Context: an optimization exercise on an open-source flow, tuned for small area, a short achievable clock period and few clock cycles. The choices shown serve that exercise and are no tape-out recipe.
RTL that was checked went through simulation tests only; none was proved equivalent to the original.
No activity file was given, so power comes from the tool's default toggle rates.

// MultiCPU
module MultiCPU(
    input clk,
    input reset,
    input [31:0] Data_in,
    output mem_w,
    output [2:0] RAMCtrl,
    output [31:0] Data_out,
    output [31:0] Addr_out
    );
Size: ~1400 flip-flops, ~100 I/O pins, ~0.072 mm2 of cells after synthesis.
Settings: LEC_CHECK=0, CAP_MARGIN=10, CORE_MARGIN=2, CORE_UTILIZATION=40, SLEW_MARGIN=10, SYNTH_HIERARCHICAL=1, SYNTH_MINIMUM_KEEP_SIZE=0; clock period 13.0 ns.
standard.sh (not shown) runs the stock make flow with config.mk's settings and CLKGATE_MAP_FILE= SYNTH_SCRIPT=/design/flow/synth_recipe.tcl, a recipe that flattens the netlist after the stock synthesis.
==> flow/flow/run.sh <==
#!/bin/bash
# Layout flow: the standard flow (standard.sh) with three changes to how the layout
# is made: timing repair aims at a larger setup slack than 0 (so it keeps shortening the
# critical paths), the port buffers are plain buffers instead of delay buffers, and clock
# tree synthesis adds no dummy loads. The clock, its period and the I/O constraints are
# the design's, unchanged.
set -euo pipefail
bash standard.sh synth > synth.log 2>&1
bash standard.sh SETUP_SLACK_MARGIN=8.5 "BUFFER_PORTS_ARGS=-buffer_cell sky130_fd_sc_hd__buf_4" \
  "CTS_ARGS=-sink_clustering_enable -repair_clock_nets -dont_use_dummy_load" finish > layout.log 2>&1
==> next run, changes <==
--- a/flow/flow/run.sh
+++ b/flow/flow/run.sh
@@ -9 +9 @@
-bash standard.sh SETUP_SLACK_MARGIN=8.5 "BUFFER_PORTS_ARGS=-buffer_cell sky130_fd_sc_hd__buf_4" \
+bash standard.sh SETUP_SLACK_MARGIN=8.8 "BUFFER_PORTS_ARGS=-buffer_cell sky130_fd_sc_hd__buf_4" \
Result: Hold slack improved by 0.029 ns; routed wire length came out lower by a few percent; cell area came out higher slightly; clock power hardly moves; via count came out lower by a few percent.
No functional check of the RTL was part of any run of this note.


== alpha ==
Another version of the RTL of MultiCPU (not shown whole).
Size in the first run: roughly 5500 cells after synthesis, roughly 100 I/O pins, ~69000 um2 of cells after synthesis.
## MultiCPU
module MultiCPU(
    input clk,
    input reset,
    input [31:0] Data_in,
    output mem_w,
    output [2:0] RAMCtrl,
    output [31:0] Data_out,
    output [31:0] Addr_out
    );
export LEC_CHECK = 0
export CAP_MARGIN = 30
export CORE_MARGIN = 2
export CORE_UTILIZATION = 40
export SLEW_MARGIN = 30
export SYNTH_HIERARCHICAL = 1
export SYNTH_MINIMUM_KEEP_SIZE = 0
create_clock -name core_clock -period 13.0 [get_ports {clk}]
==> flow/flow/run.sh <==
#!/bin/bash
# Layout flow: the standard flow (standard.sh) with three changes to how the layout
# is made: timing repair aims at a larger setup slack than 0 (so it keeps shortening the
# critical paths), the port buffers are plain buffers instead of delay buffers, and clock
# tree synthesis adds no dummy loads. The clock, its period and the I/O constraints are
# the design's, unchanged.
set -euo pipefail
bash standard.sh synth > synth.log 2>&1
bash standard.sh SETUP_SLACK_MARGIN=8.6 "BUFFER_PORTS_ARGS=-buffer_cell sky130_fd_sc_hd__buf_4" \
  "CTS_ARGS=-sink_clustering_enable -repair_clock_nets -dont_use_dummy_load -buf_list sky130_fd_sc_hd__clkbuf_8 -root_buf sky130_fd_sc_hd__clkbuf_16" finish > layout.log 2>&1
Testbench counts of alpha, summed over its fixed seeds: cycles 44,251.
#### Input delta (beta over alpha)
-- flow/flow/run.sh --
<<< alpha, line 8
bash standard.sh synth > synth.log 2>&1
bash standard.sh SETUP_SLACK_MARGIN=8.6 "BUFFER_PORTS_ARGS=-buffer_cell sky130_fd_sc_hd__buf_4" \
  "CTS_ARGS=-sink_clustering_enable -repair_clock_nets -dont_use_dummy_load -buf_list sky130_fd_sc_hd__clkbuf_8 -root_buf sky130_fd_sc_hd__clkbuf_16" finish > layout.log 2>&1
>>> beta, line 8
bash standard.sh synth > synth.log 2>&1
bash standard.sh SETUP_SLACK_MARGIN=8.8 "BUFFER_PORTS_ARGS=-buffer_cell sky130_fd_sc_hd__buf_2" \
  "CTS_ARGS=-sink_clustering_enable -repair_clock_nets -dont_use_dummy_load -buf_list sky130_fd_sc_hd__clkbuf_8 -root_buf sky130_fd_sc_hd__clkbuf_16" finish > layout.log 2>&1
==> summary.txt <==
beta closes out successfully: all stages finished, all timing, DRC and antenna checks passed. In beta, the antenna diode instance count came out 9 above the value in alpha. Compared with alpha, beta shows post-CTS resize count that has gone up by more than 100%. Final cell area: beta above alpha. For alpha, the worst setup path startpoint was Data_in[0], unlike beta, where it was Data_in[4]. Going from alpha to beta, highest achievable clock rate went up about 1.1%; hold slack went up 0.0054 ns; fraction of power spent switching nets held; number of clock buffers in the layout went up 0.46%.
Setup changes, beta to gamma
-- flow/flow/run.sh --
<<< beta, line 8
bash standard.sh synth > synth.log 2>&1
bash standard.sh SETUP_SLACK_MARGIN=8.8 "BUFFER_PORTS_ARGS=-buffer_cell sky130_fd_sc_hd__buf_2" \
  "CTS_ARGS=-sink_clustering_enable -repair_clock_nets -dont_use_dummy_load -buf_list sky130_fd_sc_hd__clkbuf_8 -root_buf sky130_fd_sc_hd__clkbuf_16" finish > layout.log 2>&1
>>> gamma, line 8
bash standard.sh synth > synth.log 2>&1
bash standard.sh SETUP_SLACK_MARGIN=8.8 "BUFFER_PORTS_ARGS=-buffer_cell sky130_fd_sc_hd__buf_4" \
  "CTS_ARGS=-sink_clustering_enable -repair_clock_nets -dont_use_dummy_load -sink_clustering_size 16 -sink_clustering_max_diameter 80 -buf_list sky130_fd_sc_hd__clkbuf_8 -root_buf sky130_fd_sc_hd__clkbuf_16" finish > layout.log 2>&1
Results
- Diff beta -> gamma: initial antenna violation count decreased by 30% relative to the old numbers, setup slack decreased by 0.022 ns relative to the old numbers, final cell count decreased by about 2% relative to the old numbers.
- A worst setup path startpoint of Data_in[4] is what beta shows, while Data_in[0] belongs to gamma.
--- input diff gamma..delta ---
-- flow/flow/run.sh --
<<< gamma, line 9
bash standard.sh SETUP_SLACK_MARGIN=8.8 "BUFFER_PORTS_ARGS=-buffer_cell sky130_fd_sc_hd__buf_4" \
  "CTS_ARGS=-sink_clustering_enable -repair_clock_nets -dont_use_dummy_load -sink_clustering_size 16 -sink_clustering_max_diameter 80 -buf_list sky130_fd_sc_hd__clkbuf_8 -root_buf sky130_fd_sc_hd__clkbuf_16" finish > layout.log 2>&1
>>> delta, line 9
bash standard.sh SETUP_SLACK_MARGIN=8.8 "BUFFER_PORTS_ARGS=-buffer_cell sky130_fd_sc_hd__buf_4" \
  "CTS_ARGS=-sink_clustering_enable -repair_clock_nets -dont_use_dummy_load -sink_clustering_size 14 -sink_clustering_max_diameter 60 -buf_list sky130_fd_sc_hd__clkbuf_8 -root_buf sky130_fd_sc_hd__clkbuf_16" finish > layout.log 2>&1
Results
In delta, biggest fanout along the worst timing path is lower than in gamma. The critical path data arrival time of delta exceeds that of gamma by 0.03 ns. On violation count after the first detailed-route iteration, delta tracks gamma almost exactly. Post-CTS setup buffer count ends up higher on delta. | fmax | delta vs gamma | better |.
The inputs of epsilon differ from those of delta as listed below.
-- flow/flow/run.sh --
<<< delta, line 9
bash standard.sh SETUP_SLACK_MARGIN=8.8 "BUFFER_PORTS_ARGS=-buffer_cell sky130_fd_sc_hd__buf_4" \
  "CTS_ARGS=-sink_clustering_enable -repair_clock_nets -dont_use_dummy_load -sink_clustering_size 14 -sink_clustering_max_diameter 60 -buf_list sky130_fd_sc_hd__clkbuf_8 -root_buf sky130_fd_sc_hd__clkbuf_16" finish > layout.log 2>&1
>>> epsilon, line 9
bash standard.sh SETUP_SLACK_MARGIN=8.8 "BUFFER_PORTS_ARGS=-buffer_cell sky130_fd_sc_hd__buf_4" \
  "CTS_ARGS=-sink_clustering_enable -repair_clock_nets -dont_use_dummy_load -buf_list sky130_fd_sc_hd__clkbuf_8 -root_buf sky130_fd_sc_hd__clkbuf_16" finish > layout.log 2>&1
-- flow/config.mk --
<<< delta, line 9
export CORE_MARGIN = 2
export CORE_UTILIZATION = 40
export SLEW_MARGIN = 30
>>> epsilon, line 9
export CORE_MARGIN = 2
export CORE_UTILIZATION = 30
export SLEW_MARGIN = 30
==> summary.txt <==
Compared with delta, epsilon shows a overall global routing resource usage that is 8.1 points lower.
The pin count of the biggest net entering global routing in epsilon was lower than what delta gave.
Compared to delta, the router laid down more metal wire for epsilon.
For the post-CTS resize count, epsilon came in about 10% higher than delta did.
The share of cells above drive strength 1 in epsilon sits 2.1 points above the value recorded for delta.
epsilon reports its launch point of the worst path as IR[25]$_DFFE_PP_ while delta reports Data_in[0].
The average wire per standard cell reported for epsilon is smaller than that of delta by about 6.5%.
Against delta, total chip power in epsilon rose by a few percent.


Starting RTL as in the previous note.
export LEC_CHECK = 0
export CAP_MARGIN = 30
export CORE_MARGIN = 2
export CORE_UTILIZATION = 40
export SLEW_MARGIN = 30
export SYNTH_HIERARCHICAL = 1
export SYNTH_MINIMUM_KEEP_SIZE = 0
create_clock -name core_clock -period 13.0 [get_ports {clk}]
==> flow/flow/run.sh <==
#!/bin/bash
# Layout flow: the standard flow (standard.sh) with three changes to how the layout
# is made: timing repair aims at a larger setup slack than 0 (so it keeps shortening the
# critical paths), the port buffers are plain buffers instead of delay buffers, and clock
# tree synthesis adds no dummy loads. The clock, its period and the I/O constraints are
# the design's, unchanged.
set -euo pipefail
bash standard.sh synth > synth.log 2>&1
bash standard.sh SETUP_SLACK_MARGIN=8.6 "BUFFER_PORTS_ARGS=-buffer_cell sky130_fd_sc_hd__buf_4" \
  "CTS_ARGS=-sink_clustering_enable -repair_clock_nets -dont_use_dummy_load -sink_clustering_size 14 -sink_clustering_max_diameter 60 -buf_list sky130_fd_sc_hd__clkbuf_8 -root_buf sky130_fd_sc_hd__clkbuf_16" finish > layout.log 2>&1
Testbench counts at the start, summed over its fixed seeds: cycles 44,251.
Next try:
==> flow/flow/run.sh (replaced) <==
#!/bin/bash
# Layout flow: the standard flow (standard.sh) with three changes to how the layout
# is made: timing repair aims at a larger setup slack than 0 (so it keeps shortening the
# critical paths), the port buffers are plain buffers instead of delay buffers, and clock
# tree synthesis adds no dummy loads. The clock, its period and the I/O constraints are
# the design's, unchanged.
set -euo pipefail
bash standard.sh synth > synth.log 2>&1
bash standard.sh SETUP_SLACK_MARGIN=8.8 "BUFFER_PORTS_ARGS=-buffer_cell sky130_fd_sc_hd__buf_4" \
  "CTS_ARGS=-sink_clustering_enable -repair_clock_nets -dont_use_dummy_load -buf_list sky130_fd_sc_hd__clkbuf_8 -root_buf sky130_fd_sc_hd__clkbuf_16" finish > layout.log 2>&1
- GPL_TIMING_DRIVEN: unset -> 0
Effect:
- cell area went up by 8.7%
- non-clock buffer count went up by 333
- total power went up by about 16%
- via count went up by 5.4%
- global-route usage went up by 2.8 points
- sequential cell count stays the same
- routed wire length went up by about 7.5%
- synthesized area stays the same
- final cell count went up by 5.4%
- sequential share of layout area went down by 4.0 points
Next try:
--- a/flow/flow/run.sh
+++ b/flow/flow/run.sh
@@ -7,4 +7,4 @@
 set -euo pipefail
 bash standard.sh synth > synth.log 2>&1
-bash standard.sh SETUP_SLACK_MARGIN=8.8 "BUFFER_PORTS_ARGS=-buffer_cell sky130_fd_sc_hd__buf_4" \
-  "CTS_ARGS=-sink_clustering_enable -repair_clock_nets -dont_use_dummy_load -buf_list sky130_fd_sc_hd__clkbuf_8 -root_buf sky130_fd_sc_hd__clkbuf_16" finish > layout.log 2>&1
+bash standard.sh SETUP_SLACK_MARGIN=8.95 "BUFFER_PORTS_ARGS=-buffer_cell sky130_fd_sc_hd__buf_4" \
+  "CTS_ARGS=-sink_clustering_enable -repair_clock_nets -dont_use_dummy_load -sink_clustering_size 14 -sink_clustering_max_diameter 60 -buf_list sky130_fd_sc_hd__clkbuf_8 -root_buf sky130_fd_sc_hd__clkbuf_16" finish > layout.log 2>&1
- GPL_TIMING_DRIVEN: 0 -> unset
=> Design area is lower by 2.9%. Die area stays the same. Global-route usage is lower by 0.31 points. Non-clock buffer count is lower by 111. Routed wire length stays flat. Synthesized cell count is unchanged. Setup slack improved by 78 ps. Worst hold slack got worse by 7.3 ps. Register-to-register slack improved by 160 ps.
Next try:
--- a/flow/flow/run.sh
+++ b/flow/flow/run.sh
@@ -7,4 +7,4 @@
 set -euo pipefail
 bash standard.sh synth > synth.log 2>&1
-bash standard.sh SETUP_SLACK_MARGIN=8.95 "BUFFER_PORTS_ARGS=-buffer_cell sky130_fd_sc_hd__buf_4" \
+bash standard.sh SETUP_SLACK_MARGIN=8.8 "BUFFER_PORTS_ARGS=-buffer_cell sky130_fd_sc_hd__buf_4" \
   "CTS_ARGS=-sink_clustering_enable -repair_clock_nets -dont_use_dummy_load -sink_clustering_size 14 -sink_clustering_max_diameter 60 -buf_list sky130_fd_sc_hd__clkbuf_8 -root_buf sky130_fd_sc_hd__clkbuf_16" finish > layout.log 2>&1
- CAP_MARGIN: 30 -> 20
- SLEW_MARGIN: 30 -> 20
The new run completed without violations. Worst hold slack barely changes. Final cell count went down by about 1.5%. Wire length drops by about 5%. Total power fell by 4.6%. Synthesized cell count is unchanged. Design area drops by 2.8%. Setup slack gets worse by 3.9 ps. Die area stays the same. Synthesized area stays the same. Sequential cell count is unchanged. Clock power barely changes.

[static timing again, ports no longer ideal]
The flow's constraints put no driver on any port. The routed layouts listed below were extracted and timed again, unchanged, in two steps.
Step 1, drivers: a clkbuf_16 drives clk and a buf_2 each remaining input, both assumed.
Step 2 also shifts input and output timing later by t, the mid clock arrival at the registers, as if the neighbouring blocks saw the same clock.
Slacks: ideal ports / drivers / drivers and shift; pairs: ideal ports / drivers.
| run | t, ns | setup slack, ns | worst hold slack (ns) | worst slew at a driven data input, ns |
|---|---|---|---|---|
| the first run of note 1 | 0.854 | 8.434 / 8.434 / 7.656 | 0.416 / 0.416 / 0.416 | 0.05 |
| the second run of note 1 | 0.860 | 8.545 / 8.545 / 7.715 | 0.445 / 0.445 / 0.445 | 0.07 |
| alpha | 0.867 | 8.499 / 8.499 / 7.666 | 0.447 / 0.447 / 0.447 | 0.06 |
| beta | 0.881 | 8.549 / 8.581 / 7.718 | 0.453 / 0.453 / 0.453 | 0.07 |
| gamma | 0.769 | 8.527 / 8.557 / 7.787 | 0.458 / 0.458 / 0.458 | 0.06 |
| delta | 0.819 | 8.541 / 8.578 / 7.760 | 0.453 / 0.453 / 0.453 | 0.06 |
| epsilon | 0.859 | 8.494 / 8.494 / 7.703 | 0.440 / 0.440 / 0.440 | 0.07 |
| the first run of note 3 | 0.779 | 8.435 / 8.462 / 7.691 | 0.445 / 0.445 / 0.445 | 0.06 |
| the second run of note 3 | 0.848 | 8.357 / 8.393 / 7.546 | 0.459 / 0.459 / 0.459 | 0.06 |
| the third run of note 3 | 0.776 | 8.434 / 8.473 / 7.696 | 0.452 / 0.452 / 0.452 | 0.09 |
| the fourth run of note 3 | 0.777 | 8.431 / 8.462 / 7.685 | 0.453 / 0.453 / 0.453 | 0.06 |
After both steps every run listed still meets setup and hold. For alpha, which loses most, drivers alone change the setup slack by 0.000 ns; drivers and shift together by -0.833 ns.
